Context: an optimization exercise on an open-source flow, tuned for small area, a short achievable clock period and few clock cycles per item. The choices shown serve that exercise and are no tape-out recipe.
RTL that was checked went through simulation tests only; none was proved equivalent to the original.
No functional check of the RTL was part of runs 2 to 4.

## flow/design.v (module list and top-level ports; edited modules follow where they fit)
// module Zeta: 138 lines
// module Montgomery_Reduce: 1228 lines
// module Butterfly: 109 lines
// module ADD29: 111 lines
// module ADD16: 88 lines
// module ADD8: 32 lines
// module FA: 4 lines
// module HA: 4 lines
// module NTT: 138 lines
module NTT #(
  parameter KYBER_K = 2,
  parameter KYBER_N = 256,
  parameter KYBER_Q = 3329,
  parameter COEFF_SZ = 16
)(
  input clk,
  input reset_n,
  input enable,
  input [COEFF_SZ-1 : 0] Coef_RData,
  output reg  [7 : 0] Coef_RAd,
  output reg  [0 : 0] Coef_WEN,
  output reg  [7 : 0] Coef_WAd,
  output reg  [COEFF_SZ-1 : 0] Coef_WData,
  output reg Poly_NTT_done
);
  // ...
==> flow/run.sh <==
#!/bin/bash
# synth_recipe.tcl (not shown) runs the flow's synth.tcl, then flattens the netlist and writes it again
# the make line also repeats each setting of config.mk as NAME=value (left out here)
make -C /OpenROAD-flow-scripts/flow DESIGN_CONFIG=/design/flow/config.mk WORK_HOME=/design/flow/orfs CLKGATE_MAP_FILE= SYNTH_SCRIPT=/design/flow/synth_recipe.tcl finish
==> flow/config.mk <==
export PLATFORM = sky130hd
export DESIGN_NAME = NTT
export DESIGN_NICKNAME = NTT
export VERILOG_FILES = /design/flow/design.v
export SDC_FILE = /design/flow/constraint.sdc
export NUM_CORES = 8
export LEC_CHECK = 0
export CAP_MARGIN = 20
export CORE_MARGIN = 2
export CORE_UTILIZATION = 55
export CTS_BUF_LIST = sky130_fd_sc_hd__clkbuf_16
export CTS_CLUSTER_DIAMETER = 100
export CTS_CLUSTER_SIZE = 30
export PLACE_DENSITY = 0.7
export SETUP_SLACK_MARGIN = 5
export SLEW_MARGIN = 20
export SYNTH_HIERARCHICAL = 1
export SYNTH_MINIMUM_KEEP_SIZE = 0
==> flow/constraint.sdc <==
create_clock -name core_clock -period 8.0 [get_ports {clk}]
set_input_delay 1.6000 -clock core_clock [delete_from_list [all_inputs] [get_ports {clk}]]
set_output_delay 1.6000 -clock core_clock [all_outputs]
set_load 0.01 [all_outputs]
==> run_summary.xml, run 1 <==
<?xml version="1.0" encoding="UTF-8"?>
<metrics>
  <group name="setup_path">
    <metric name="critPathMaxStageDelay" unit="ps">780</metric>
    <metric name="startpoint" unit="">zidx[1]</metric>
    <metric name="worstPathMaxFanout" unit="">23</metric>
    <metric name="worstSetupPathType" unit="">reg -&gt; reg</metric>
    <metric name="critical_path.reg2reg.endpoint" unit="">M0.douta[5]</metric>
    <metric name="cell_chain_critical_path" unit="">buf_4 -&gt; ha_1 -&gt; nor2b_1 -&gt; a221oi_1 -&gt; a31oi_1 -&gt; a211o_1 -&gt; o2111a_1</metric>
    <metric name="critical_path_arrival" unit="ps">3430</metric>
  </group>
  <group name="timing">
    <metric name="rsz0062_at_grt" unit="">yes</metric>
    <metric name="tightest_slew" unit="ps">949</metric>
    <metric name="hold_slack" unit="ps">328</metric>
    <metric name="final_min_period_over_clock_period" unit="">0.369</metric>
    <metric name="worst_slack" unit="ps">5050</metric>
  </group>
  <group name="die">
    <metric name="chipWidth" unit="um">206</metric>
    <metric name="initial_utilization" unit="">0.560</metric>
  </group>
  <group name="finish">
    <metric name="num-nonclk-inverters" unit="">152</metric>
    <metric name="final_cell_area" unit="mm^2">0.0235</metric>
  </group>
  <group name="drt">
    <metric name="met3_wirelength" unit="um">3070</metric>
    <metric name="met1Wirelength" unit="um">22800</metric>
    <metric name="routed_wire_length_on_met2" unit="um">24900</metric>
  </group>
  <group name="grt">
    <metric name="use_met2" unit="">0.419</metric>
    <metric name="grt-busiest-layer" unit="">met2</metric>
    <metric name="grtUsageMet1" unit="">0.352</metric>
  </group>
  <group name="run">
    <metric name="max_cap_viol_count" unit="">0</metric>
  </group>
  <group name="placement">
    <metric name="dp_cells" unit="">2672</metric>
  </group>
  <group name="cts">
    <metric name="ctsHtreeMaxLevel" unit="">1</metric>
    <metric name="post_cts_buffers" unit="">0</metric>
  </group>
  <group name="yosys">
    <metric name="synthesis.area" unit="mm^2">0.0224</metric>
    <metric name="synth-warning-count" unit="">9</metric>
  </group>
  <group name="outcome">
    <metric name="outcome" unit="">no timing/DRC/antenna violations</metric>
  </group>
</metrics>
Testbench counts, summed over its fixed seeds: cycles 33,248, ntts 32.
==> module NTT, before the edit <==
module NTT #(
  parameter KYBER_K = 2,
  parameter KYBER_N = 256,
  parameter KYBER_Q = 3329,
  parameter COEFF_SZ = 16
)(
  input clk,
  input reset_n,
  input enable,
  input [COEFF_SZ-1 : 0] Coef_RData,
  output reg  [7 : 0] Coef_RAd,
  output reg  [0 : 0] Coef_WEN,
  output reg  [7 : 0] Coef_WAd,
  output reg  [COEFF_SZ-1 : 0] Coef_WData,
  output reg Poly_NTT_done
);
function [7:0] addr;
  input [7:0] G;
  input [1:0] xsel;
  case (G[7:6])
    2'd0:    addr = {xsel, G[5:0]};
    2'd1:    addr = {G[5], xsel, G[4:0]};
    2'd2:    addr = {G[5:3], xsel, G[2:0]};
    default: addr = {G[5:1], xsel, G[0]};
  endcase
endfunction
function [6:0] zidx1;
  input [7:0] G;
  case (G[7:6])
    2'd0:    zidx1 = 7'd1;
    2'd1:    zidx1 = {6'd1, G[5]};
    2'd2:    zidx1 = {4'd1, G[5:3]};
    default: zidx1 = {2'd1, G[5:1]};
  endcase
endfunction
function [6:0] zidx2;
  input [7:0] G;
  case (G[7:6])
    2'd1:    zidx2 = {5'd1, G[5], 1'b0};
    2'd2:    zidx2 = {3'd1, G[5:3], 1'b0};
    default: zidx2 = {1'd1, G[5:1], 1'b0};
  endcase
endfunction
reg       running;
reg [3:0] sl;             
reg [8:0] nF, nFm1;       
reg       wdbl;           
wire [3:0] ns = {sl[2:0], sl[3]};    
wire [7:0] rG   = (ns[0] | ns[2]) ? nF[7:0] : nFm1[7:0];
wire [1:0] rsel = {ns[0] | ns[1], ns[0] | ns[2]};
wire [7:0] raddr_n = addr(rG, rsel);
reg  [6:0] zidx;
reg  [6:0] zidx_n;
always @(*)
  case (1'b1)
    ns[1]:   zidx_n = zidx1(nF[7:0]);
    ns[2]:   zidx_n = zidx1(nFm1[7:0]);
    ns[3]:   zidx_n = zidx2(nFm1[7:0]);
    default: zidx_n = {zidx[6:1], 1'b1};
  endcase
wire [11:0] zeta;
Zeta M0 (.clka(clk), .addra(zidx), .douta(zeta));
reg  [8:0] wP, wQ;
wire       wuseP = wdbl ? (ns[2] | ns[3]) : (ns[0] | ns[2]);
wire [8:0] wG = wuseP ? wP : wQ;
reg  [1:0] wsel;
always @(*)
  case (1'b1)
    ns[0]:   wsel = 2'd1;
    ns[1]:   wsel = wdbl ? 2'd3 : 2'd0;
    ns[2]:   wsel = wdbl ? 2'd0 : 2'd3;
    default: wsel = 2'd2;
  endcase
wire       wvalid = wdbl ? (~wG[8] & (wG[7:6] != 2'd0)) : (wG[8:6] == 3'd0);
wire [7:0] waddr_n = addr(wG[7:0], wsel);
wire       wd_o0 = wdbl ? (ns[2] | ns[3]) : (ns[0] | ns[1]);
reg  [15:0] V, RD, RD2, O0, O1, X, Y;
wire [15:0] rS, rC, o0, o1;
wire        rk;
reg  [15:0] u;            
Montgomery_Reduce P0 (.clk(clk), .v(V), .zeta(zeta), .rS(rS), .rC(rC), .rk(rk));
Butterfly BF (.u(u), .rS(rS), .rC(rC), .rk(rk), .o0(o0), .o1(o1));
always @(posedge clk) begin
  if (sl[1] | sl[2])  V <= Coef_RData;
  else if (sl[3])     V <= O0;
  else                V <= X;
  RD  <= Coef_RData;
  RD2 <= RD;
  if (sl[1] | sl[2]) u <= RD2;
  else if (sl[3])    u <= o0;
  else               u <= O1;
  O0 <= o0;
  O1 <= o1;
  X  <= O1;
  Y  <= X;
  zidx <= zidx_n;
  Coef_WData <= wd_o0 ? O0 : Y;
  Coef_WAd <= waddr_n;
end
always @(posedge clk) begin
  if (running) begin
    sl       <= ns;
    Coef_RAd <= raddr_n;
    if (sl[2]) begin
      nF   <= nF + 9'd1;
      nFm1 <= nF;
      if (nF == 9'd66) wdbl <= 1'b1;
      else begin
        wP <= wP + 9'd1;
        wQ <= wP;
      end
    end
  end else begin
    sl       <= 4'd1;
    nF       <= 9'd0;
    nFm1     <= 9'h1ff;
    wP       <= 9'h1fe;
    wQ       <= 9'h1fd;
    wdbl     <= 1'b0;
    Coef_RAd <= addr(8'd0, 2'd3);
  end
end
wire last = ns[2] && nF == 9'd259;    
always @(posedge clk, negedge reset_n) begin
  if (!reset_n) begin
    running       <= 1'b0;
    Coef_WEN      <= 1'b0;
    Poly_NTT_done <= 1'b0;
  end else begin
    Poly_NTT_done <= running && last;
    Coef_WEN      <= running && !last && wvalid;
    if (running) begin
      if (last) running <= 1'b0;
    end else if (enable)
      running <= 1'b1;
  end
end
endmodule
==> inputs of run 2 (changes only) <==
--- a/flow/design.v
+++ b/flow/design.v
@@ -1759,4 +1759,5 @@
 reg [3:0] sl;             
 reg [8:0] nF, nFm1;       
+reg [7:0] nFm2;           
 reg       wdbl;           
 wire [3:0] ns = {sl[2:0], sl[3]};    
@@ -1771,5 +1772,5 @@
     ns[2]:   zidx_n = zidx1(nFm1[7:0]);
     ns[3]:   zidx_n = zidx2(nFm1[7:0]);
-    default: zidx_n = {zidx[6:1], 1'b1};
+    default: zidx_n = zidx2(nFm2) | 7'd1;
   endcase
 wire [11:0] zeta;
@@ -1819,4 +1820,5 @@
       nF   <= nF + 9'd1;
       nFm1 <= nF;
+      nFm2 <= nFm1[7:0];
       if (nF == 9'd66) wdbl <= 1'b1;
       else begin
@@ -1829,4 +1831,5 @@
     nF       <= 9'd0;
     nFm1     <= 9'h1ff;
+    nFm2     <= 8'hfe;
     wP       <= 9'h1fe;
     wQ       <= 9'h1fd;
==> run 2 against run 1 <==
  * Flip-flop and latch count rose by 7
  * Via count rose by 2.0%
  * Die area rose by 1.3%
  * Final cell count rose by 0.96%
  * Utilization fell by 0.054 points
  * Sequential share of layout area fell by 0.28 points
  * Register-to-register slack barely moved
  * Setup slack got worse by 14 ps
  * Wire length fell by 0.81%
==> run_summary.xml, run 2 <==
<?xml version="1.0" encoding="UTF-8"?>
<metrics>
  <group name="setup_path">
    <metric name="startpoint_of_the_worst_slack_reg_to_reg_timing_path" unit="">zidx[1]</metric>
    <metric name="r2r.worst_path.cells" unit="">8</metric>
    <metric name="rrSetupSlack" unit="ps">5040</metric>
    <metric name="startpoint" unit="">zidx[1]</metric>
    <metric name="setup.worst_path.end" unit="">M0.douta[5]</metric>
    <metric name="critical_path.reg2reg.endpoint" unit="">M0.douta[5]</metric>
    <metric name="worst_setup_path_end_kind" unit="">register</metric>
    <metric name="critical_path_required" unit="ps">8410</metric>
    <metric name="worstPathMaxFanout" unit="">21</metric>
    <metric name="worstSetupPathType" unit="">reg -&gt; reg</metric>
    <metric name="critical_path_arrival" unit="ps">3380</metric>
    <metric name="timing.critical_path.from_type" unit="">register</metric>
  </group>
  <group name="yosys">
    <metric name="ys_dominant_reg_cell" unit="">sky130_fd_sc_hd__dfxtp_1</metric>
    <metric name="synthTopCellsByCount" unit="">389 x sky130_fd_sc_hd__dfxtp_1, 311 x sky130_fd_sc_hd__nand2_1, 224 x sky130_fd_sc_hd__fa_1, 157 x sky130_fd_sc_hd__inv_1, 123 x sky130_fd_sc_hd__ha_1</metric>
    <metric name="syn-mean-instance-area" unit="um^2">10.2</metric>
    <metric name="postSynth.asyncResetShare" unit="">0.00765</metric>
    <metric name="yosys.cell_count.top_type" unit="">sky130_fd_sc_hd__dfxtp_1</metric>
    <metric name="synthDominantCellAreaShare" unit="">0.344</metric>
    <metric name="post_synth_num_cell_types" unit="">96</metric>
    <metric name="post_synth_edffs" unit="">0</metric>
    <metric name="synth-warning-count" unit="">9</metric>
    <metric name="postSynthRegisterBits" unit="">392</metric>
    <metric name="synth_area_leader_cell" unit="">sky130_fd_sc_hd__dfxtp_1</metric>
    <metric name="synth_cells" unit="">2220</metric>
    <metric name="top_post_synthesis_cells_by_area" unit="">sky130_fd_sc_hd__dfxtp_1 34%, sky130_fd_sc_hd__fa_1 20%, sky130_fd_sc_hd__ha_1 6.8%, sky130_fd_sc_hd__nand2_1 5.2%, sky130_fd_sc_hd__mux2i_1 3.0%</metric>
    <metric name="synthesis.area" unit="mm^2">0.0227</metric>
    <metric name="synth_seq_area_share" unit="">0.347</metric>
  </group>
  <group name="timing">
    <metric name="count_of_endpoints_failing_hold_in_the_final_timing_report" unit="">0</metric>
    <metric name="rsz0062_at_grt" unit="">yes</metric>
    <metric name="tightest_slew" unit="ps">1000</metric>
    <metric name="final_min_period_over_clock_period" unit="">0.370</metric>
    <metric name="layout_min_cycle_time" unit="ps">2960</metric>
    <metric name="totalNegativeSetupSlack" unit="ps">0</metric>
    <metric name="timing.clock.skew" unit="ps">13.7</metric>
    <metric name="hold_slack" unit="ps">336</metric>
    <metric name="timing.final.max_slew_violations" unit="">0</metric>
    <metric name="worst_slew_margin_rel" unit="">0.331</metric>
    <metric name="clock.fmax" unit="MHz">337</metric>
    <metric name="finalSetupViolations" unit="">0</metric>
  </group>
  <group name="die">
    <metric name="core_region_area" unit="mm^2">0.0407</metric>
    <metric name="chipWidth" unit="um">207</metric>
    <metric name="ios" unit="">53</metric>
    <metric name="die_area" unit="mm^2">0.0428</metric>
    <metric name="die_ht" unit="um">207</metric>
    <metric name="placement_rows" unit="">74</metric>
    <metric name="initial_utilization" unit="">0.556</metric>
  </group>
  <group name="finish">
    <metric name="largest_register_ffs" unit="">29</metric>
    <metric name="areaGrowthSynthToFinish" unit="%">5.98</metric>
    <metric name="final_core_utilization" unit="">0.589</metric>
    <metric name="final_common_cell" unit="">sky130_fd_sc_hd__dfxtp_1</metric>
    <metric name="layout.cells.most_common_list" unit="">355 x sky130_fd_sc_hd__dfxtp_1, 311 x sky130_fd_sc_hd__nand2_1, 222 x sky130_fd_sc_hd__fa_1</metric>
    <metric name="registers.top_by_ff_count" unit="">P0.ar</metric>
    <metric name="reg.largest.list" unit="">P0.ar: 29 flops, P0.m0: 26 flops</metric>
    <metric name="post_route_cells_drive_above_1_share" unit="">0.0849</metric>
    <metric name="antenna-diode-count" unit="">0</metric>
    <metric name="num-nets-final" unit="">2554</metric>
  </group>
  <group name="placement">
    <metric name="gp_routability_congestion" unit="">0.963</metric>
    <metric name="port-buffer-count" unit="">52</metric>
    <metric name="place_hpwl" unit="um">38300</metric>
  </group>
  <group name="grt">
    <metric name="grt_pass1_vias" unit="">16100</metric>
    <metric name="globalRouteOverflowTotal" unit="">0</metric>
    <metric name="grt_max_degree" unit="">82</metric>
    <metric name="grt_use_total" unit="">0.251</metric>
    <metric name="wire_length_of_the_first_global_routing_pass" unit="um">84800</metric>
    <metric name="antenna_violations_before_repair" unit="">0</metric>
  </group>
  <group name="outcome">
    <metric name="outcome" unit="">no timing/DRC/antenna violations</metric>
  </group>
  <group name="drt">
    <metric name="mean_routed_wirelength_per_cell" unit="um">19.2</metric>
    <metric name="route.vias.total" unit="">15900</metric>
    <metric name="post-route-drc-count" unit="">0</metric>
    <metric name="detail-route-antenna-nets" unit="">0</metric>
    <metric name="first_iteration_detailed_routing_drc_count" unit="">1134</metric>
    <metric name="routed_wl" unit="um">52300</metric>
    <metric name="dr.pass1.iters" unit="">5</metric>
    <metric name="avgViaCountPerCell" unit="">5.84</metric>
  </group>
  <group name="cts">
    <metric name="ctsLongestPathBuffers" unit="">3</metric>
    <metric name="clk_transition_reported_paths" unit="ps">110</metric>
    <metric name="cts_sinks" unit="">392</metric>
    <metric name="master_cell_of_the_clock_root_buffer" unit="">sky130_fd_sc_hd__clkbuf_16</metric>
    <metric name="ctsHtreeMaxLevel" unit="">1</metric>
    <metric name="tritoncts.num_buffers" unit="">17</metric>
    <metric name="tritoncts" unit="">built</metric>
    <metric name="clkLatencyLatePin" unit="ps">530</metric>
    <metric name="hold_buffers" unit="">0</metric>
  </group>
  <group name="worst_hold_path">
    <metric name="timing.hold.worst.class" unit="">reg -&gt; reg</metric>
  </group>
  <group name="run">
    <metric name="max_cap_viol_count" unit="">0</metric>
  </group>
</metrics>
[run 2: through the flow]
| stage | area (um^2) | instances | setup WS [ps] |
|---|---|---|---|
| finish | 24000 | 2723 | 5040 |
| global route | 24000 | 2723 | 4910 |
| CTS | 23800 | 2719 | 5000 |
| detailed placement | 23300 | 2695 | 4890 |
| global placement | 23300 | 2695 | 4970 |
| floorplan | 22700 | 2230 | 5280 |
[run 2: per-layer routing]
layer / up-vias / part of all wire / GRT usage
met3: 99 / 0.064 / 0.0369
met2: 593 / 0.48 / 0.412
met5: - / 0 / 0
li1: 7377 / - / -
met1: 7820 / 0.43 / 0.343
met4: 0 / 0.031 / 0.0790
[run 2: logic make-up after synthesis]
kind of cell             synth area share
adder cells (fa/ha/maj)             0.266
AND/OR/NAND/NOR                     0.127
flip-flops                          0.347
multiplexers                       0.0546
buffers and inverters              0.0573
AO/OA/AOI/OAI                       0.121
XOR/XNOR                           0.0263
other                            0.000332
[run 2: what timing repair did]
item | in CTS | in global routing
gates cloned | 0 | 0
pin swaps | 2 | 23
resized for setup | 51 | 43
setup endpoints to repair | 47 | 33
buffers inserted | 2 | 4
[run 2: final cells by class]
class,count,area (um^2)
Timing Repair Buffer,71,632
Multi-Input combinational cell,1546,13700
Clock inverter,5,40.0
Clock buffer,17,425
Fill cell,3464,16700
Tap cell,532,666
Sequential cell,392,7910
Inverter,160,601
[run 2: how the worst min path moves through the flow]
stage,startpoint,end,slack (ps),cells after the start
after global placement,RD[5],RD2[5],310,0
after detailed placement,P0.ar[25],P0.a2[25],310,0
final,P0.ar[26],P0.a2[26],340,0
after CTS,P0.ar[23],P0.a2[23],340,0
after floorplan,P0.ar[16],P0.a2[16],310,0
after global routing,RD[1],RD2[1],340,0
[run 2: Yosys stat by module (local to each module, per instance), a selection]
module / cells inside / flip-flops and latches / times used
Zeta: 416 / 12 / 1
ADD29: 137 / 0 / 1
ADD16: 85 / 0 / 2
Butterfly: 32 / 0 / 1
NTT: 694 / 217 / 1
HA: 1 / 0 / 24
ADD8: 41 / 0 / 1
[run 2: critical path, cell delays in order (launching register included)]
cell and delay (ps):
sky130_fd_sc_hd__dfxtp_1 310, sky130_fd_sc_hd__buf_4 200, sky130_fd_sc_hd__inv_1 310, sky130_fd_sc_hd__ha_1 640
sky130_fd_sc_hd__nor3b_1 190, sky130_fd_sc_hd__nor2_1 320, sky130_fd_sc_hd__a32oi_1 100, sky130_fd_sc_hd__mux4_2 460
sky130_fd_sc_hd__o2bb2ai_1 290
==> inputs of run 3 (changes only) <==
--- a/flow/design.v
+++ b/flow/design.v
@@ -1758,9 +1758,9 @@
 reg       running;
 reg [3:0] sl;             
-reg [8:0] nF, nFm1;       
-reg [7:0] nFm2;           
+reg [8:0] nF;             
+wire [7:0] nFm1 = nF[7:0] - 8'd1;
 reg       wdbl;           
 wire [3:0] ns = {sl[2:0], sl[3]};    
-wire [7:0] rG   = (ns[0] | ns[2]) ? nF[7:0] : nFm1[7:0];
+wire [7:0] rG   = (ns[0] | ns[2]) ? nF[7:0] : nFm1;
 wire [1:0] rsel = {ns[0] | ns[1], ns[0] | ns[2]};
 wire [7:0] raddr_n = addr(rG, rsel);
@@ -1770,13 +1770,14 @@
   case (1'b1)
     ns[1]:   zidx_n = zidx1(nF[7:0]);
-    ns[2]:   zidx_n = zidx1(nFm1[7:0]);
-    ns[3]:   zidx_n = zidx2(nFm1[7:0]);
-    default: zidx_n = zidx2(nFm2) | 7'd1;
+    ns[2]:   zidx_n = zidx1(nFm1);
+    ns[3]:   zidx_n = zidx2(nFm1);
+    default: zidx_n = {zidx[6:1], 1'b1};
   endcase
 wire [11:0] zeta;
 Zeta M0 (.clka(clk), .addra(zidx), .douta(zeta));
-reg  [8:0] wP, wQ;
+reg  [8:0] wP;
 wire       wuseP = wdbl ? (ns[2] | ns[3]) : (ns[0] | ns[2]);
-wire [8:0] wG = wuseP ? wP : wQ;
+wire [8:0] wPm1 = wP - 9'd1;
+wire [8:0] wG = wuseP ? wP : wPm1;
 reg  [1:0] wsel;
 always @(*)
@@ -1819,19 +1820,11 @@
     if (sl[2]) begin
       nF   <= nF + 9'd1;
-      nFm1 <= nF;
-      nFm2 <= nFm1[7:0];
       if (nF == 9'd66) wdbl <= 1'b1;
-      else begin
-        wP <= wP + 9'd1;
-        wQ <= wP;
-      end
+      else wP <= wP + 9'd1;
     end
   end else begin
     sl       <= 4'd1;
     nF       <= 9'd0;
-    nFm1     <= 9'h1ff;
-    nFm2     <= 8'hfe;
     wP       <= 9'h1fe;
-    wQ       <= 9'h1fd;
     wdbl     <= 1'b0;
     Coef_RAd <= addr(8'd0, 2'd3);
==> run 3 against run 2 <==
  * Clock skew up 55 ps
  * Wire length about the same
  * Count of clock-buffer cells in the layout is the same
  * Critical path depth up 2
  * Global-route usage is 0.49 points higher
  * Non-clock buffer count is 1 lower
  * Largest cell class unchanged
==> run_summary.xml, run 3 <==
<?xml version="1.0" encoding="UTF-8"?>
<metrics>
  <group name="finish">
    <metric name="largest_register_ffs" unit="">29</metric>
    <metric name="layout.cells.most_common_list" unit="">330 x sky130_fd_sc_hd__dfxtp_1, 282 x sky130_fd_sc_hd__nand2_1, 224 x sky130_fd_sc_hd__fa_1</metric>
    <metric name="n_fill_cell" unit="">3344</metric>
    <metric name="registers.top_by_ff_count" unit="">P0.ar</metric>
    <metric name="areaGrowthSynthToFinish" unit="%">6.04</metric>
    <metric name="reg.largest.list" unit="">P0.ar: 29 flops, P0.m0: 26 flops</metric>
    <metric name="final_common_cell" unit="">sky130_fd_sc_hd__dfxtp_1</metric>
    <metric name="antenna-diode-count" unit="">0</metric>
    <metric name="post_route_cells_drive_above_1_share" unit="">0.0746</metric>
    <metric name="sequential_cell_area" unit="mm^2">0.00748</metric>
    <metric name="multi_input_comb_area" unit="mm^2">0.0134</metric>
    <metric name="final_core_utilization" unit="">0.589</metric>
    <metric name="final_cell_area" unit="mm^2">0.0233</metric>
    <metric name="num-nets-final" unit="">2505</metric>
    <metric name="stdcell_count" unit="">2669</metric>
  </group>
  <group name="yosys">
    <metric name="ys_dominant_reg_cell" unit="">sky130_fd_sc_hd__dfxtp_1</metric>
    <metric name="syn-mean-instance-area" unit="um^2">10.1</metric>
    <metric name="post_synth_edffs" unit="">6</metric>
    <metric name="synthesis.area" unit="mm^2">0.0220</metric>
    <metric name="synth_cells" unit="">2167</metric>
    <metric name="synthDominantCellAreaShare" unit="">0.327</metric>
    <metric name="synth_area_leader_cell" unit="">sky130_fd_sc_hd__dfxtp_1</metric>
    <metric name="postSynthRegisterBits" unit="">368</metric>
    <metric name="synth_seq_area_share" unit="">0.339</metric>
    <metric name="postSynth.asyncResetShare" unit="">0.00815</metric>
    <metric name="synth-warning-count" unit="">9</metric>
    <metric name="synthTopCellsByCount" unit="">359 x sky130_fd_sc_hd__dfxtp_1, 282 x sky130_fd_sc_hd__nand2_1, 224 x sky130_fd_sc_hd__fa_1, 143 x sky130_fd_sc_hd__inv_1, 123 x sky130_fd_sc_hd__ha_1</metric>
    <metric name="yosys.cell_count.top_type" unit="">sky130_fd_sc_hd__dfxtp_1</metric>
    <metric name="top_post_synthesis_cells_by_area" unit="">sky130_fd_sc_hd__dfxtp_1 33%, sky130_fd_sc_hd__fa_1 20%, sky130_fd_sc_hd__ha_1 7.0%, sky130_fd_sc_hd__nand2_1 4.8%, sky130_fd_sc_hd__inv_1 2.4%</metric>
    <metric name="post_synth_num_cell_types" unit="">115</metric>
  </group>
  <group name="setup_path">
    <metric name="worstPathMaxFanout" unit="">4</metric>
    <metric name="worstSetupPathType" unit="">reg -&gt; reg</metric>
    <metric name="critical_path_arrival" unit="ps">3430</metric>
    <metric name="critical_path_required" unit="ps">8420</metric>
    <metric name="worst_setup_path_end_kind" unit="">register</metric>
    <metric name="timing.critical_path.from_type" unit="">register</metric>
  </group>
  <group name="cts">
    <metric name="clk_transition_reported_paths" unit="ps">110</metric>
    <metric name="clkLatencyLatePin" unit="ps">550</metric>
    <metric name="tritoncts.num_buffers" unit="">17</metric>
    <metric name="tritoncts" unit="">built</metric>
    <metric name="ctsHtreeMaxLevel" unit="">1</metric>
    <metric name="hold_buffers" unit="">0</metric>
    <metric name="cts_sinks" unit="">368</metric>
    <metric name="ctsLongestPathBuffers" unit="">3</metric>
    <metric name="master_cell_of_the_clock_root_buffer" unit="">sky130_fd_sc_hd__clkbuf_16</metric>
  </group>
  <group name="drt">
    <metric name="avgViaCountPerCell" unit="">5.85</metric>
    <metric name="routed_wl" unit="um">52300</metric>
    <metric name="route.vias.total" unit="">15600</metric>
    <metric name="detail-route-antenna-nets" unit="">0</metric>
    <metric name="first_iteration_detailed_routing_drc_count" unit="">1201</metric>
    <metric name="mean_routed_wirelength_per_cell" unit="um">19.6</metric>
    <metric name="post-route-drc-count" unit="">0</metric>
    <metric name="dr.pass1.iters" unit="">5</metric>
  </group>
  <group name="timing">
    <metric name="worst_slack" unit="ps">4990</metric>
    <metric name="final_min_period_over_clock_period" unit="">0.376</metric>
    <metric name="rsz0062_at_grt" unit="">yes</metric>
    <metric name="clock.fmax" unit="MHz">333</metric>
    <metric name="totalNegativeSetupSlack" unit="ps">0</metric>
    <metric name="finalSetupViolations" unit="">0</metric>
    <metric name="tightest_slew" unit="ps">1020</metric>
    <metric name="layout_min_cycle_time" unit="ps">3010</metric>
    <metric name="timing.clock.skew" unit="ps">69.0</metric>
    <metric name="worst_slew_margin_rel" unit="">0.317</metric>
    <metric name="timing.final.max_slew_violations" unit="">0</metric>
    <metric name="count_of_endpoints_failing_hold_in_the_final_timing_report" unit="">0</metric>
  </group>
  <group name="grt">
    <metric name="antenna_violations_before_repair" unit="">3</metric>
    <metric name="grt_max_degree" unit="">79</metric>
    <metric name="globalRouteOverflowTotal" unit="">0</metric>
    <metric name="wire_length_of_the_first_global_routing_pass" unit="um">84200</metric>
    <metric name="grt_use_total" unit="">0.256</metric>
    <metric name="grt_pass1_vias" unit="">15900</metric>
  </group>
  <group name="run">
    <metric name="max_cap_viol_count" unit="">0</metric>
  </group>
  <group name="die">
    <metric name="ios" unit="">53</metric>
    <metric name="die_ht" unit="um">204</metric>
    <metric name="chipWidth" unit="um">204</metric>
    <metric name="core_region_area" unit="mm^2">0.0395</metric>
    <metric name="placement_rows" unit="">73</metric>
    <metric name="initial_utilization" unit="">0.555</metric>
    <metric name="die_area" unit="mm^2">0.0415</metric>
  </group>
  <group name="placement">
    <metric name="place_hpwl" unit="um">39100</metric>
    <metric name="gp_routability_congestion" unit="">0.934</metric>
    <metric name="dp_cells" unit="">2638</metric>
    <metric name="port-buffer-count" unit="">52</metric>
    <metric name="placed_cell_area" unit="mm^2">0.0225</metric>
    <metric name="place_worst_setup_slack" unit="ps">4900</metric>
  </group>
  <group name="worst_hold_path">
    <metric name="timing.hold.worst.class" unit="">reg -&gt; reg</metric>
  </group>
  <group name="outcome">
    <metric name="outcome" unit="">no timing/DRC/antenna violations</metric>
  </group>
</metrics>
[run 3: changes by cell type after synthesis, moves of 11 or more]
cell	change
sky130_fd_sc_hd__nor2_1	+11
sky130_fd_sc_hd__a31oi_1	+11
sky130_fd_sc_hd__xnor2_1	+14
sky130_fd_sc_hd__dfxtp_1	-30
sky130_fd_sc_hd__nand3_1	+12
sky130_fd_sc_hd__mux2i_1	-25
sky130_fd_sc_hd__inv_1	-14
sky130_fd_sc_hd__nand4_1	+19
sky130_fd_sc_hd__mux4_2	-11
sky130_fd_sc_hd__clkbuf_1	-17
sky130_fd_sc_hd__nand2_1	-29
[run 3: routing by layer]
layer | wire length [um] | up-vias | GRT usage | part of all wire
met5 | 27 | - | 0 | 0.00052
met4 | 1890 | 4 | 0.0876 | 0.036
met3 | 3820 | 129 | 0.0462 | 0.073
met2 | 24700 | 617 | 0.419 | 0.47
met1 | 21800 | 7647 | 0.342 | 0.42
li1 | - | 7216 | - | -
[run 3: worst max-delay path, stage by stage, from the launching register on]
cell	delay, ps
sky130_fd_sc_hd__dfxtp_2	340
sky130_fd_sc_hd__fa_1	570
sky130_fd_sc_hd__ha_4	210
sky130_fd_sc_hd__o211ai_1	230
sky130_fd_sc_hd__o211ai_1	270
sky130_fd_sc_hd__nand4_1	190
sky130_fd_sc_hd__o211ai_1	220
sky130_fd_sc_hd__o41a_1	500
sky130_fd_sc_hd__buf_4	150
sky130_fd_sc_hd__xor2_1	140
sky130_fd_sc_hd__inv_1	60
[run 3: Yosys stat by module, one instance, submodules excluded, excerpt]
module	cell area (um^2)	flip-flops and latches
NTT	6820	193
ADD8	317	0
ADD16	674	0
HA	12.5	0
Montgomery_Reduce	4820	163
Zeta	2790	12
FA	20.0	0
[run 3: path summary, 6_finish.rpt]
check | slack (ps) | end | depth (start not counted) | from
worst min register to register | 320 | RD2[8] | 0 | RD[8]
worst min-delay path | 320 | RD2[8] | 0 | RD[8]
max in group asynchronous | 6610 | running | 1 | reset_n
worst max-delay path | 4990 | P0.ar[27] | 10 | P0.m2[3]
worst max register to register | 4990 | P0.ar[27] | 10 | P0.m2[3]
min in group asynchronous | 1250 | Poly_NTT_done | 1 | reset_n
[run 3: cell type report]
type,count,area share
inverter,145,0.0234
clock inverter,7,0.00322
tap,525,0.0282
multi-input combinational,1537,0.577
sequential,368,0.321
timing repair buffer,70,0.0286
clock buffer,17,0.0183
[run 3: repair_timing]
action                     4_1_cts  5_1_grt
resized for setup               37       50
setup endpoints to repair       42       45
setup buffers                    1        6
pin swaps                        3       20
[run 3: kinds of logic after synthesis]
family	synth area share
and+or+nand+nor	0.141
muxes	0.0296
buffers and inverters	0.0585
DFF	0.339
AOI/OAI and AO/OA	0.121
adders and majority gates	0.274
xor gates and xnor gates	0.0366
other	0.000342
[run 3: metrics by stage]
step,hold WS [ps]
global route,335
finish,317
CTS,308
floorplan,310
global placement,311
detailed placement,312
==> module ADD29, before the edit <==
module ADD29 (input [28:0] a, input [28:0] b, output [28:0] s);
wire [28:0] p = a ^ b;
wire [28:0] g0 = a & b;
wire G1 = g0[1] | (p[1] & g0[0]);
wire G2 = g0[3] | (p[3] & g0[2]);
wire P2 = p[3] & p[2];
wire G3 = g0[5] | (p[5] & g0[4]);
wire P3 = p[5] & p[4];
wire G4 = g0[7] | (p[7] & g0[6]);
wire P4 = p[7] & p[6];
wire G5 = g0[9] | (p[9] & g0[8]);
wire P5 = p[9] & p[8];
wire G6 = g0[11] | (p[11] & g0[10]);
wire P6 = p[11] & p[10];
wire G7 = g0[13] | (p[13] & g0[12]);
wire P7 = p[13] & p[12];
wire G8 = g0[15] | (p[15] & g0[14]);
wire P8 = p[15] & p[14];
wire G9 = g0[17] | (p[17] & g0[16]);
wire P9 = p[17] & p[16];
wire G10 = g0[19] | (p[19] & g0[18]);
wire P10 = p[19] & p[18];
wire G11 = g0[21] | (p[21] & g0[20]);
wire P11 = p[21] & p[20];
wire G12 = g0[23] | (p[23] & g0[22]);
wire P12 = p[23] & p[22];
wire G13 = g0[25] | (p[25] & g0[24]);
wire P13 = p[25] & p[24];
wire G14 = g0[27] | (p[27] & g0[26]);
wire P14 = p[27] & p[26];
wire G15 = g0[2] | (p[2] & G1);
wire G16 = G2 | (P2 & G1);
wire G17 = g0[6] | (p[6] & G3);
wire P17 = p[6] & P3;
wire G18 = G4 | (P4 & G3);
wire P18 = P4 & P3;
wire G19 = g0[10] | (p[10] & G5);
wire P19 = p[10] & P5;
wire G20 = G6 | (P6 & G5);
wire P20 = P6 & P5;
wire G21 = g0[14] | (p[14] & G7);
wire P21 = p[14] & P7;
wire G22 = G8 | (P8 & G7);
wire P22 = P8 & P7;
wire G23 = g0[18] | (p[18] & G9);
wire P23 = p[18] & P9;
wire G24 = G10 | (P10 & G9);
wire P24 = P10 & P9;
wire G25 = g0[22] | (p[22] & G11);
wire P25 = p[22] & P11;
wire G26 = G12 | (P12 & G11);
wire P26 = P12 & P11;
wire G27 = g0[26] | (p[26] & G13);
wire P27 = p[26] & P13;
wire G28 = G14 | (P14 & G13);
wire P28 = P14 & P13;
wire G29 = g0[4] | (p[4] & G16);
wire G30 = G3 | (P3 & G16);
wire G31 = G17 | (P17 & G16);
wire G32 = G18 | (P18 & G16);
wire G33 = g0[12] | (p[12] & G20);
wire P33 = p[12] & P20;
wire G34 = G7 | (P7 & G20);
wire P34 = P7 & P20;
wire G35 = G21 | (P21 & G20);
wire P35 = P21 & P20;
wire G36 = G22 | (P22 & G20);
wire P36 = P22 & P20;
wire G37 = g0[20] | (p[20] & G24);
wire P37 = p[20] & P24;
wire G38 = G11 | (P11 & G24);
wire P38 = P11 & P24;
wire G39 = G25 | (P25 & G24);
wire P39 = P25 & P24;
wire G40 = G26 | (P26 & G24);
wire P40 = P26 & P24;
wire G41 = g0[28] | (p[28] & G28);
wire P41 = p[28] & P28;
wire G42 = g0[8] | (p[8] & G32);
wire G43 = G5 | (P5 & G32);
wire G44 = G19 | (P19 & G32);
wire G45 = G20 | (P20 & G32);
wire G46 = G33 | (P33 & G32);
wire G47 = G34 | (P34 & G32);
wire G48 = G35 | (P35 & G32);
wire G49 = G36 | (P36 & G32);
wire G50 = g0[24] | (p[24] & G40);
wire P50 = p[24] & P40;
wire G51 = G13 | (P13 & G40);
wire P51 = P13 & P40;
wire G52 = G27 | (P27 & G40);
wire P52 = P27 & P40;
wire G53 = G28 | (P28 & G40);
wire P53 = P28 & P40;
wire G54 = G41 | (P41 & G40);
wire P54 = P41 & P40;
wire G55 = g0[16] | (p[16] & G49);
wire G56 = G9 | (P9 & G49);
wire G57 = G23 | (P23 & G49);
wire G58 = G24 | (P24 & G49);
wire G59 = G37 | (P37 & G49);
wire G60 = G38 | (P38 & G49);
wire G61 = G39 | (P39 & G49);
wire G62 = G40 | (P40 & G49);
wire G63 = G50 | (P50 & G49);
wire G64 = G51 | (P51 & G49);
wire G65 = G52 | (P52 & G49);
wire G66 = G53 | (P53 & G49);
wire G67 = G54 | (P54 & G49);
assign s = p ^ {G66, G65, G64, G63, G62, G61, G60, G59, G58, G57, G56, G55, G49, G48, G47, G46, G45, G44, G43, G42, G32, G31, G30, G29, G16, G15, G1, g0[0], 1'b0};
endmodule
==> inputs of run 4 (changes only) <==
--- a/flow/design.v
+++ b/flow/design.v
@@ -1477,111 +1477,205 @@
 wire [28:0] p = a ^ b;
 wire [28:0] g0 = a & b;
-wire G1 = g0[1] | (p[1] & g0[0]);
-wire G2 = g0[3] | (p[3] & g0[2]);
-wire P2 = p[3] & p[2];
-wire G3 = g0[5] | (p[5] & g0[4]);
-wire P3 = p[5] & p[4];
-wire G4 = g0[7] | (p[7] & g0[6]);
-wire P4 = p[7] & p[6];
-wire G5 = g0[9] | (p[9] & g0[8]);
-wire P5 = p[9] & p[8];
-wire G6 = g0[11] | (p[11] & g0[10]);
-wire P6 = p[11] & p[10];
-wire G7 = g0[13] | (p[13] & g0[12]);
-wire P7 = p[13] & p[12];
-wire G8 = g0[15] | (p[15] & g0[14]);
-wire P8 = p[15] & p[14];
-wire G9 = g0[17] | (p[17] & g0[16]);
-wire P9 = p[17] & p[16];
+wire G1 = g0[28] | (p[28] & g0[27]);
+wire P1 = p[28] & p[27];
+wire G2 = g0[27] | (p[27] & g0[26]);
+wire P2 = p[27] & p[26];
+wire G3 = g0[26] | (p[26] & g0[25]);
+wire P3 = p[26] & p[25];
+wire G4 = g0[25] | (p[25] & g0[24]);
+wire P4 = p[25] & p[24];
+wire G5 = g0[24] | (p[24] & g0[23]);
+wire P5 = p[24] & p[23];
+wire G6 = g0[23] | (p[23] & g0[22]);
+wire P6 = p[23] & p[22];
+wire G7 = g0[22] | (p[22] & g0[21]);
+wire P7 = p[22] & p[21];
+wire G8 = g0[21] | (p[21] & g0[20]);
+wire P8 = p[21] & p[20];
+wire G9 = g0[20] | (p[20] & g0[19]);
+wire P9 = p[20] & p[19];
 wire G10 = g0[19] | (p[19] & g0[18]);
 wire P10 = p[19] & p[18];
-wire G11 = g0[21] | (p[21] & g0[20]);
-wire P11 = p[21] & p[20];
-wire G12 = g0[23] | (p[23] & g0[22]);
-wire P12 = p[23] & p[22];
-wire G13 = g0[25] | (p[25] & g0[24]);
-wire P13 = p[25] & p[24];
-wire G14 = g0[27] | (p[27] & g0[26]);
-wire P14 = p[27] & p[26];
-wire G15 = g0[2] | (p[2] & G1);
-wire G16 = G2 | (P2 & G1);
-wire G17 = g0[6] | (p[6] & G3);
-wire P17 = p[6] & P3;
-wire G18 = G4 | (P4 & G3);
-wire P18 = P4 & P3;
-wire G19 = g0[10] | (p[10] & G5);
-wire P19 = p[10] & P5;
-wire G20 = G6 | (P6 & G5);
-wire P20 = P6 & P5;
-wire G21 = g0[14] | (p[14] & G7);
-wire P21 = p[14] & P7;
-wire G22 = G8 | (P8 & G7);
-wire P22 = P8 & P7;
-wire G23 = g0[18] | (p[18] & G9);
-wire P23 = p[18] & P9;
-wire G24 = G10 | (P10 & G9);
-wire P24 = P10 & P9;
-wire G25 = g0[22] | (p[22] & G11);
-wire P25 = p[22] & P11;
-wire G26 = G12 | (P12 & G11);
-wire P26 = P12 & P11;
-wire G27 = g0[26] | (p[26] & G13);
-wire P27 = p[26] & P13;
-wire G28 = G14 | (P14 & G13);
-wire P28 = P14 & P13;
-wire G29 = g0[4] | (p[4] & G16);
-wire G30 = G3 | (P3 & G16);
-wire G31 = G17 | (P17 & G16);
-wire G32 = G18 | (P18 & G16);
-wire G33 = g0[12] | (p[12] & G20);
-wire P33 = p[12] & P20;
-wire G34 = G7 | (P7 & G20);
-wire P34 = P7 & P20;
-wire G35 = G21 | (P21 & G20);
-wire P35 = P21 & P20;
-wire G36 = G22 | (P22 & G20);
-wire P36 = P22 & P20;
-wire G37 = g0[20] | (p[20] & G24);
-wire P37 = p[20] & P24;
-wire G38 = G11 | (P11 & G24);
-wire P38 = P11 & P24;
-wire G39 = G25 | (P25 & G24);
-wire P39 = P25 & P24;
-wire G40 = G26 | (P26 & G24);
-wire P40 = P26 & P24;
-wire G41 = g0[28] | (p[28] & G28);
-wire P41 = p[28] & P28;
-wire G42 = g0[8] | (p[8] & G32);
-wire G43 = G5 | (P5 & G32);
-wire G44 = G19 | (P19 & G32);
-wire G45 = G20 | (P20 & G32);
-wire G46 = G33 | (P33 & G32);
-wire G47 = G34 | (P34 & G32);
-wire G48 = G35 | (P35 & G32);
-wire G49 = G36 | (P36 & G32);
-wire G50 = g0[24] | (p[24] & G40);
-wire P50 = p[24] & P40;
-wire G51 = G13 | (P13 & G40);
-wire P51 = P13 & P40;
-wire G52 = G27 | (P27 & G40);
-wire P52 = P27 & P40;
-wire G53 = G28 | (P28 & G40);
-wire P53 = P28 & P40;
-wire G54 = G41 | (P41 & G40);
-wire P54 = P41 & P40;
-wire G55 = g0[16] | (p[16] & G49);
-wire G56 = G9 | (P9 & G49);
-wire G57 = G23 | (P23 & G49);
-wire G58 = G24 | (P24 & G49);
-wire G59 = G37 | (P37 & G49);
-wire G60 = G38 | (P38 & G49);
-wire G61 = G39 | (P39 & G49);
-wire G62 = G40 | (P40 & G49);
-wire G63 = G50 | (P50 & G49);
-wire G64 = G51 | (P51 & G49);
-wire G65 = G52 | (P52 & G49);
-wire G66 = G53 | (P53 & G49);
-wire G67 = G54 | (P54 & G49);
-assign s = p ^ {G66, G65, G64, G63, G62, G61, G60, G59, G58, G57, G56, G55, G49, G48, G47, G46, G45, G44, G43, G42, G32, G31, G30, G29, G16, G15, G1, g0[0], 1'b0};
+wire G11 = g0[18] | (p[18] & g0[17]);
+wire P11 = p[18] & p[17];
+wire G12 = g0[17] | (p[17] & g0[16]);
+wire P12 = p[17] & p[16];
+wire G13 = g0[16] | (p[16] & g0[15]);
+wire P13 = p[16] & p[15];
+wire G14 = g0[15] | (p[15] & g0[14]);
+wire P14 = p[15] & p[14];
+wire G15 = g0[14] | (p[14] & g0[13]);
+wire P15 = p[14] & p[13];
+wire G16 = g0[13] | (p[13] & g0[12]);
+wire P16 = p[13] & p[12];
+wire G17 = g0[12] | (p[12] & g0[11]);
+wire P17 = p[12] & p[11];
+wire G18 = g0[11] | (p[11] & g0[10]);
+wire P18 = p[11] & p[10];
+wire G19 = g0[10] | (p[10] & g0[9]);
+wire P19 = p[10] & p[9];
+wire G20 = g0[9] | (p[9] & g0[8]);
+wire P20 = p[9] & p[8];
+wire G21 = g0[8] | (p[8] & g0[7]);
+wire P21 = p[8] & p[7];
+wire G22 = g0[7] | (p[7] & g0[6]);
+wire P22 = p[7] & p[6];
+wire G23 = g0[6] | (p[6] & g0[5]);
+wire P23 = p[6] & p[5];
+wire G24 = g0[5] | (p[5] & g0[4]);
+wire P24 = p[5] & p[4];
+wire G25 = g0[4] | (p[4] & g0[3]);
+wire P25 = p[4] & p[3];
+wire G26 = g0[3] | (p[3] & g0[2]);
+wire P26 = p[3] & p[2];
+wire G27 = g0[2] | (p[2] & g0[1]);
+wire P27 = p[2] & p[1];
+wire G28 = g0[1] | (p[1] & g0[0]);
+wire G29 = G1 | (P1 & G3);
+wire P29 = P1 & P3;
+wire G30 = G2 | (P2 & G4);
+wire P30 = P2 & P4;
+wire G31 = G3 | (P3 & G5);
+wire P31 = P3 & P5;
+wire G32 = G4 | (P4 & G6);
+wire P32 = P4 & P6;
+wire G33 = G5 | (P5 & G7);
+wire P33 = P5 & P7;
+wire G34 = G6 | (P6 & G8);
+wire P34 = P6 & P8;
+wire G35 = G7 | (P7 & G9);
+wire P35 = P7 & P9;
+wire G36 = G8 | (P8 & G10);
+wire P36 = P8 & P10;
+wire G37 = G9 | (P9 & G11);
+wire P37 = P9 & P11;
+wire G38 = G10 | (P10 & G12);
+wire P38 = P10 & P12;
+wire G39 = G11 | (P11 & G13);
+wire P39 = P11 & P13;
+wire G40 = G12 | (P12 & G14);
+wire P40 = P12 & P14;
+wire G41 = G13 | (P13 & G15);
+wire P41 = P13 & P15;
+wire G42 = G14 | (P14 & G16);
+wire P42 = P14 & P16;
+wire G43 = G15 | (P15 & G17);
+wire P43 = P15 & P17;
+wire G44 = G16 | (P16 & G18);
+wire P44 = P16 & P18;
+wire G45 = G17 | (P17 & G19);
+wire P45 = P17 & P19;
+wire G46 = G18 | (P18 & G20);
+wire P46 = P18 & P20;
+wire G47 = G19 | (P19 & G21);
+wire P47 = P19 & P21;
+wire G48 = G20 | (P20 & G22);
+wire P48 = P20 & P22;
+wire G49 = G21 | (P21 & G23);
+wire P49 = P21 & P23;
+wire G50 = G22 | (P22 & G24);
+wire P50 = P22 & P24;
+wire G51 = G23 | (P23 & G25);
+wire P51 = P23 & P25;
+wire G52 = G24 | (P24 & G26);
+wire P52 = P24 & P26;
+wire G53 = G25 | (P25 & G27);
+wire P53 = P25 & P27;
+wire G54 = G26 | (P26 & G28);
+wire G55 = G27 | (P27 & g0[0]);
+wire G56 = G29 | (P29 & G33);
+wire P56 = P29 & P33;
+wire G57 = G30 | (P30 & G34);
+wire P57 = P30 & P34;
+wire G58 = G31 | (P31 & G35);
+wire P58 = P31 & P35;
+wire G59 = G32 | (P32 & G36);
+wire P59 = P32 & P36;
+wire G60 = G33 | (P33 & G37);
+wire P60 = P33 & P37;
+wire G61 = G34 | (P34 & G38);
+wire P61 = P34 & P38;
+wire G62 = G35 | (P35 & G39);
+wire P62 = P35 & P39;
+wire G63 = G36 | (P36 & G40);
+wire P63 = P36 & P40;
+wire G64 = G37 | (P37 & G41);
+wire P64 = P37 & P41;
+wire G65 = G38 | (P38 & G42);
+wire P65 = P38 & P42;
+wire G66 = G39 | (P39 & G43);
+wire P66 = P39 & P43;
+wire G67 = G40 | (P40 & G44);
+wire P67 = P40 & P44;
+wire G68 = G41 | (P41 & G45);
+wire P68 = P41 & P45;
+wire G69 = G42 | (P42 & G46);
+wire P69 = P42 & P46;
+wire G70 = G43 | (P43 & G47);
+wire P70 = P43 & P47;
+wire G71 = G44 | (P44 & G48);
+wire P71 = P44 & P48;
+wire G72 = G45 | (P45 & G49);
+wire P72 = P45 & P49;
+wire G73 = G46 | (P46 & G50);
+wire P73 = P46 & P50;
+wire G74 = G47 | (P47 & G51);
+wire P74 = P47 & P51;
+wire G75 = G48 | (P48 & G52);
+wire P75 = P48 & P52;
+wire G76 = G49 | (P49 & G53);
+wire P76 = P49 & P53;
+wire G77 = G50 | (P50 & G54);
+wire G78 = G51 | (P51 & G55);
+wire G79 = G52 | (P52 & G28);
+wire G80 = G53 | (P53 & g0[0]);
+wire G81 = G56 | (P56 & G64);
+wire P81 = P56 & P64;
+wire G82 = G57 | (P57 & G65);
+wire P82 = P57 & P65;
+wire G83 = G58 | (P58 & G66);
+wire P83 = P58 & P66;
+wire G84 = G59 | (P59 & G67);
+wire P84 = P59 & P67;
+wire G85 = G60 | (P60 & G68);
+wire P85 = P60 & P68;
+wire G86 = G61 | (P61 & G69);
+wire P86 = P61 & P69;
+wire G87 = G62 | (P62 & G70);
+wire P87 = P62 & P70;
+wire G88 = G63 | (P63 & G71);
+wire P88 = P63 & P71;
+wire G89 = G64 | (P64 & G72);
+wire P89 = P64 & P72;
+wire G90 = G65 | (P65 & G73);
+wire P90 = P65 & P73;
+wire G91 = G66 | (P66 & G74);
+wire P91 = P66 & P74;
+wire G92 = G67 | (P67 & G75);
+wire P92 = P67 & P75;
+wire G93 = G68 | (P68 & G76);
+wire P93 = P68 & P76;
+wire G94 = G69 | (P69 & G77);
+wire G95 = G70 | (P70 & G78);
+wire G96 = G71 | (P71 & G79);
+wire G97 = G72 | (P72 & G80);
+wire G98 = G73 | (P73 & G54);
+wire G99 = G74 | (P74 & G55);
+wire G100 = G75 | (P75 & G28);
+wire G101 = G76 | (P76 & g0[0]);
+wire G102 = G81 | (P81 & G97);
+wire G103 = G82 | (P82 & G98);
+wire G104 = G83 | (P83 & G99);
+wire G105 = G84 | (P84 & G100);
+wire G106 = G85 | (P85 & G101);
+wire G107 = G86 | (P86 & G77);
+wire G108 = G87 | (P87 & G78);
+wire G109 = G88 | (P88 & G79);
+wire G110 = G89 | (P89 & G80);
+wire G111 = G90 | (P90 & G54);
+wire G112 = G91 | (P91 & G55);
+wire G113 = G92 | (P92 & G28);
+wire G114 = G93 | (P93 & g0[0]);
+assign s = p ^ {G103, G104, G105, G106, G107, G108, G109, G110, G111, G112, G113, G114, G94, G95, G96, G97, G98, G99, G100, G101, G77, G78, G79, G80, G54, G55, G28, g0[0], 1'b0};
 endmodule
 module ADD16 (input [15:0] a, input [15:0] b, output [15:0] s);
@@ -1758,9 +1852,8 @@
 reg       running;
 reg [3:0] sl;             
-reg [8:0] nF;             
-wire [7:0] nFm1 = nF[7:0] - 8'd1;
+reg [8:0] nF, nFm1;       
 reg       wdbl;           
 wire [3:0] ns = {sl[2:0], sl[3]};    
-wire [7:0] rG   = (ns[0] | ns[2]) ? nF[7:0] : nFm1;
+wire [7:0] rG   = (ns[0] | ns[2]) ? nF[7:0] : nFm1[7:0];
 wire [1:0] rsel = {ns[0] | ns[1], ns[0] | ns[2]};
 wire [7:0] raddr_n = addr(rG, rsel);
@@ -1770,14 +1863,13 @@
   case (1'b1)
     ns[1]:   zidx_n = zidx1(nF[7:0]);
-    ns[2]:   zidx_n = zidx1(nFm1);
-    ns[3]:   zidx_n = zidx2(nFm1);
+    ns[2]:   zidx_n = zidx1(nFm1[7:0]);
+    ns[3]:   zidx_n = zidx2(nFm1[7:0]);
     default: zidx_n = {zidx[6:1], 1'b1};
   endcase
 wire [11:0] zeta;
 Zeta M0 (.clka(clk), .addra(zidx), .douta(zeta));
-reg  [8:0] wP;
+reg  [8:0] wP, wQ;
 wire       wuseP = wdbl ? (ns[2] | ns[3]) : (ns[0] | ns[2]);
-wire [8:0] wPm1 = wP - 9'd1;
-wire [8:0] wG = wuseP ? wP : wPm1;
+wire [8:0] wG = wuseP ? wP : wQ;
 reg  [1:0] wsel;
 always @(*)
@@ -1820,11 +1912,17 @@
     if (sl[2]) begin
       nF   <= nF + 9'd1;
+      nFm1 <= nF;
       if (nF == 9'd66) wdbl <= 1'b1;
-      else wP <= wP + 9'd1;
+      else begin
+        wP <= wP + 9'd1;
+        wQ <= wP;
+      end
     end
   end else begin
     sl       <= 4'd1;
     nF       <= 9'd0;
+    nFm1     <= 9'h1ff;
     wP       <= 9'h1fe;
+    wQ       <= 9'h1fd;
     wdbl     <= 1'b0;
     Coef_RAd <= addr(8'd0, 2'd3);
--- a/flow/config.mk
+++ b/flow/config.mk
@@ -8,9 +8,9 @@
 export CAP_MARGIN = 20
 export CORE_MARGIN = 2
-export CORE_UTILIZATION = 55
+export CORE_UTILIZATION = 40
 export CTS_BUF_LIST = sky130_fd_sc_hd__clkbuf_16
 export CTS_CLUSTER_DIAMETER = 100
 export CTS_CLUSTER_SIZE = 30
-export PLACE_DENSITY = 0.7
+export PLACE_DENSITY = 0.6
 export SETUP_SLACK_MARGIN = 5
 export SLEW_MARGIN = 20
==> run 4 against run 3 <==
  * Still clean on timing, DRC and antenna
  * Sequential share of layout area increased by 0.19 points
  * Via count increased by 3.8%
  * Highest routed layer is now met4
==> run_summary.xml, run 4 <==
<?xml version="1.0" encoding="UTF-8"?>
<metrics>
  <group name="outcome">
    <metric name="outcome" unit="">no timing/DRC/antenna violations</metric>
  </group>
  <group name="finish">
    <metric name="final_common_cell" unit="">sky130_fd_sc_hd__dfxtp_1</metric>
    <metric name="reg.largest.list" unit="">P0.ar: 29 flops, P0.m0: 26 flops</metric>
    <metric name="areaGrowthSynthToFinish" unit="%">6.80</metric>
    <metric name="largest_register_ffs" unit="">29</metric>
    <metric name="registers.top_by_ff_count" unit="">P0.ar</metric>
    <metric name="sequential_cell_area" unit="mm^2">0.00783</metric>
    <metric name="num-nets-final" unit="">2591</metric>
    <metric name="n_fill_cell" unit="">5445</metric>
    <metric name="final_core_utilization" unit="">0.431</metric>
    <metric name="layout.cells.most_common_list" unit="">344 x sky130_fd_sc_hd__dfxtp_1, 320 x sky130_fd_sc_hd__nand2_1, 219 x sky130_fd_sc_hd__fa_1</metric>
    <metric name="multi_input_comb_area" unit="mm^2">0.0137</metric>
    <metric name="post_route_cells_drive_above_1_share" unit="">0.0765</metric>
  </group>
  <group name="yosys">
    <metric name="synth_cells" unit="">2264</metric>
    <metric name="yosys.cell_count.top_type" unit="">sky130_fd_sc_hd__dfxtp_1</metric>
    <metric name="synthTopCellsByCount" unit="">376 x sky130_fd_sc_hd__dfxtp_1, 320 x sky130_fd_sc_hd__nand2_1, 220 x sky130_fd_sc_hd__fa_1, 149 x sky130_fd_sc_hd__inv_1, 122 x sky130_fd_sc_hd__ha_1</metric>
    <metric name="synthesis.area" unit="mm^2">0.0227</metric>
    <metric name="post_synth_edffs" unit="">6</metric>
    <metric name="synth-warning-count" unit="">9</metric>
    <metric name="syn-mean-instance-area" unit="um^2">10.0</metric>
    <metric name="synth_seq_area_share" unit="">0.343</metric>
    <metric name="ys_dominant_reg_cell" unit="">sky130_fd_sc_hd__dfxtp_1</metric>
    <metric name="postSynth.asyncResetShare" unit="">0.00779</metric>
    <metric name="postSynthRegisterBits" unit="">385</metric>
    <metric name="post_synth_num_cell_types" unit="">105</metric>
    <metric name="synthDominantCellAreaShare" unit="">0.332</metric>
    <metric name="top_post_synthesis_cells_by_area" unit="">sky130_fd_sc_hd__dfxtp_1 33%, sky130_fd_sc_hd__fa_1 19%, sky130_fd_sc_hd__ha_1 6.7%, sky130_fd_sc_hd__nand2_1 5.3%, sky130_fd_sc_hd__a21oi_1 2.6%</metric>
    <metric name="synth_area_leader_cell" unit="">sky130_fd_sc_hd__dfxtp_1</metric>
  </group>
  <group name="drt">
    <metric name="mean_routed_wirelength_per_cell" unit="um">18.7</metric>
    <metric name="route.vias.total" unit="">16200</metric>
    <metric name="first_iteration_detailed_routing_drc_count" unit="">1452</metric>
    <metric name="post-route-drc-count" unit="">0</metric>
    <metric name="routed_wl" unit="um">55900</metric>
    <metric name="dr.pass1.iters" unit="">5</metric>
    <metric name="avgViaCountPerCell" unit="">5.42</metric>
    <metric name="detail-route-antenna-nets" unit="">0</metric>
  </group>
  <group name="timing">
    <metric name="worst_slew_margin_rel" unit="">0.350</metric>
    <metric name="rsz0062_at_grt" unit="">yes</metric>
    <metric name="clock.fmax" unit="MHz">338</metric>
    <metric name="hold_slack" unit="ps">330</metric>
    <metric name="finalSetupViolations" unit="">0</metric>
    <metric name="timing.clock.skew" unit="ps">28.0</metric>
    <metric name="count_of_endpoints_failing_hold_in_the_final_timing_report" unit="">0</metric>
    <metric name="totalNegativeSetupSlack" unit="ps">0</metric>
    <metric name="layout_min_cycle_time" unit="ps">2960</metric>
    <metric name="final_min_period_over_clock_period" unit="">0.370</metric>
    <metric name="tightest_slew" unit="ps">972</metric>
    <metric name="timing.final.max_slew_violations" unit="">0</metric>
  </group>
  <group name="cts">
    <metric name="clk_transition_reported_paths" unit="ps">110</metric>
    <metric name="cts_sinks" unit="">385</metric>
    <metric name="clkLatencyLatePin" unit="ps">550</metric>
    <metric name="master_cell_of_the_clock_root_buffer" unit="">sky130_fd_sc_hd__clkbuf_16</metric>
    <metric name="tritoncts" unit="">built</metric>
    <metric name="tritoncts.num_buffers" unit="">18</metric>
    <metric name="ctsHtreeMaxLevel" unit="">1</metric>
    <metric name="ctsLongestPathBuffers" unit="">3</metric>
  </group>
  <group name="worst_hold_path">
    <metric name="timing.hold.worst.class" unit="">reg -&gt; reg</metric>
    <metric name="hold_path_startpoint" unit="">RD[11]</metric>
  </group>
  <group name="die">
    <metric name="ios" unit="">53</metric>
    <metric name="initial_utilization" unit="">0.404</metric>
    <metric name="chipWidth" unit="um">242</metric>
    <metric name="placement_rows" unit="">87</metric>
    <metric name="core_region_area" unit="mm^2">0.0562</metric>
    <metric name="die_area" unit="mm^2">0.0586</metric>
    <metric name="die_ht" unit="um">242</metric>
  </group>
  <group name="grt">
    <metric name="antenna_violations_before_repair" unit="">1</metric>
    <metric name="grt_max_degree" unit="">79</metric>
    <metric name="grt_pass1_vias" unit="">16400</metric>
    <metric name="grt_use_total" unit="">0.191</metric>
    <metric name="globalRouteOverflowTotal" unit="">0</metric>
    <metric name="wire_length_of_the_first_global_routing_pass" unit="um">90600</metric>
  </group>
  <group name="setup_path">
    <metric name="startpoint_of_the_worst_slack_reg_to_reg_timing_path" unit="">P0.m0[12]</metric>
    <metric name="timing.critical_path.from_type" unit="">register</metric>
    <metric name="critical_path_required" unit="ps">8450</metric>
    <metric name="critical_path_arrival" unit="ps">3410</metric>
    <metric name="worst_setup_path_end_kind" unit="">register</metric>
    <metric name="worstPathMaxFanout" unit="">6</metric>
    <metric name="worstSetupPathType" unit="">reg -&gt; reg</metric>
    <metric name="startpoint" unit="">P0.m0[12]</metric>
  </group>
  <group name="placement">
    <metric name="gp_routability_congestion" unit="">1.00</metric>
    <metric name="place_hpwl" unit="um">41900</metric>
    <metric name="port-buffer-count" unit="">52</metric>
  </group>
  <group name="run">
    <metric name="max_cap_viol_count" unit="">0</metric>
  </group>
</metrics>
-- run 4: cell types whose count changed after synthesis, sizes merged, moves of 8 or more --
cell | before | now
dfxtp | 359 | 376
o21ai | 103 | 117
xnor2 | 50 | 40
nor2 | 73 | 65
a21oi | 90 | 121
mux2i | 42 | 55
nand2 | 282 | 321
-- run 4: Yosys stat by module (local to each module, per instance), excerpt --
module / copies in the design / cell area (um^2)
FA: 216 / 20.0
Butterfly: 1 / 120
HA: 24 / 12.5
ADD8: 1 / 317
Montgomery_Reduce: 1 / 4820
ADD29: 1 / 1530
NTT: 1 / 7090
Zeta: 1 / 2790
-- run 4: layer usage --
layer  part of all wire  GRT usage  up-vias  wire length, um
li1                   -          -     7579                -
met1               0.45      0.263     7943            25100
met2               0.46      0.307      561            25700
met3              0.057     0.0263      120             3170
met4              0.034     0.0661        0             1900
met5                  0          0        -                0
-- run 4: path summary, 6_finish.rpt --
| check | cells past startpoint | endpoint | slack, ps |
|---|---|---|---|
| setup / recovery | 10 | P0.ar[27] | 5040 |
| hold / removal | 0 | RD2[11] | 330 |
| setup reg to reg | 10 | P0.ar[27] | 5040 |
| hold reg to reg | 0 | RD2[11] | 330 |
| max in group asynchronous | 1 | Poly_NTT_done | 6640 |
| min in group asynchronous | 1 | running | 1220 |
-- run 4: layout make-up --
class,instances,share of cell area
timing repair buffer,68,0.0249
antenna,1,0.000103
sequential,385,0.323
clock buffer,19,0.0196
multi-input combinational,1606,0.566
inverter,151,0.0234
clock inverter,6,0.00377
tap,756,0.0391
-- run 4: through the flow --
step	worst slack [ps]	instance area, um^2	cells
3_3_place_gp	4930	23500	2962
6_report	5040	24200	2992
3_5_place_dp	4860	23500	2962
4_1_cts	5000	24100	2988
2_1_floorplan	5280	22700	2274
5_1_grt	4890	24200	2991
-- run 4: repair_timing --
item | 4_1_cts | 5_1_grt
pin swaps | 3 | 8
endpoints found under the setup margin | 59 | 32
hold buffers | 0 | 0
gates resized for setup | 62 | 25
buffers inserted | 1 | 3
-- run 4: cells by family after synthesis --
| kind of cell | count (synthesis) | share of synthesized area |
|---|---|---|
| AOI/OAI and AO/OA | 456 | 0.136 |
| xor gates and xnor gates | 74 | 0.0286 |
| adders and majority gates | 342 | 0.262 |
| buffers and inverters | 283 | 0.0584 |
| DFF | 385 | 0.343 |
| muxes | 80 | 0.0367 |
| other | 2 | 0.000331 |
| and+or+nand+nor | 642 | 0.135 |
-- run 4: worst max-delay path: stages, from the launching register on --
cell and delay [ps]:
sky130_fd_sc_hd__dfxtp_1 330, sky130_fd_sc_hd__fa_1 550, sky130_fd_sc_hd__ha_2 320, sky130_fd_sc_hd__a21oi_1 150, sky130_fd_sc_hd__o21ai_0 130, sky130_fd_sc_hd__or2_2 320
sky130_fd_sc_hd__o32ai_1 430, sky130_fd_sc_hd__a21oi_4 130, sky130_fd_sc_hd__a41oi_1 230, sky130_fd_sc_hd__o311a_1 210, sky130_fd_sc_hd__inv_1 50

[re-timing with driven ports]
Ports are ideal in the flow. The routed layouts listed here were re-timed in OpenROAD. Step 1, drivers: a clkbuf_16 drives clk and a buf_2 each remaining input, both assumed. Step 2 times the ports against the registers' clock, not the clock port: input delays grow and output delays shrink by t, the midpoint of the rising clock arrivals with the driver on. Slacks: ideal / step 1 / step 2; pairs: ideal / step 1.
run	t, ns	slack for setup (ns)	worst setup path after step 2
run 1	0.573	5.051 / 5.051 / 5.051	register to register
run 2	0.579	5.037 / 5.037 / 5.037	register to register
run 3	0.567	4.993 / 4.993 / 4.993	register to register
run 4	0.584	5.039 / 5.039 / 5.039	register to register
After both steps setup and hold are still met in every run listed.
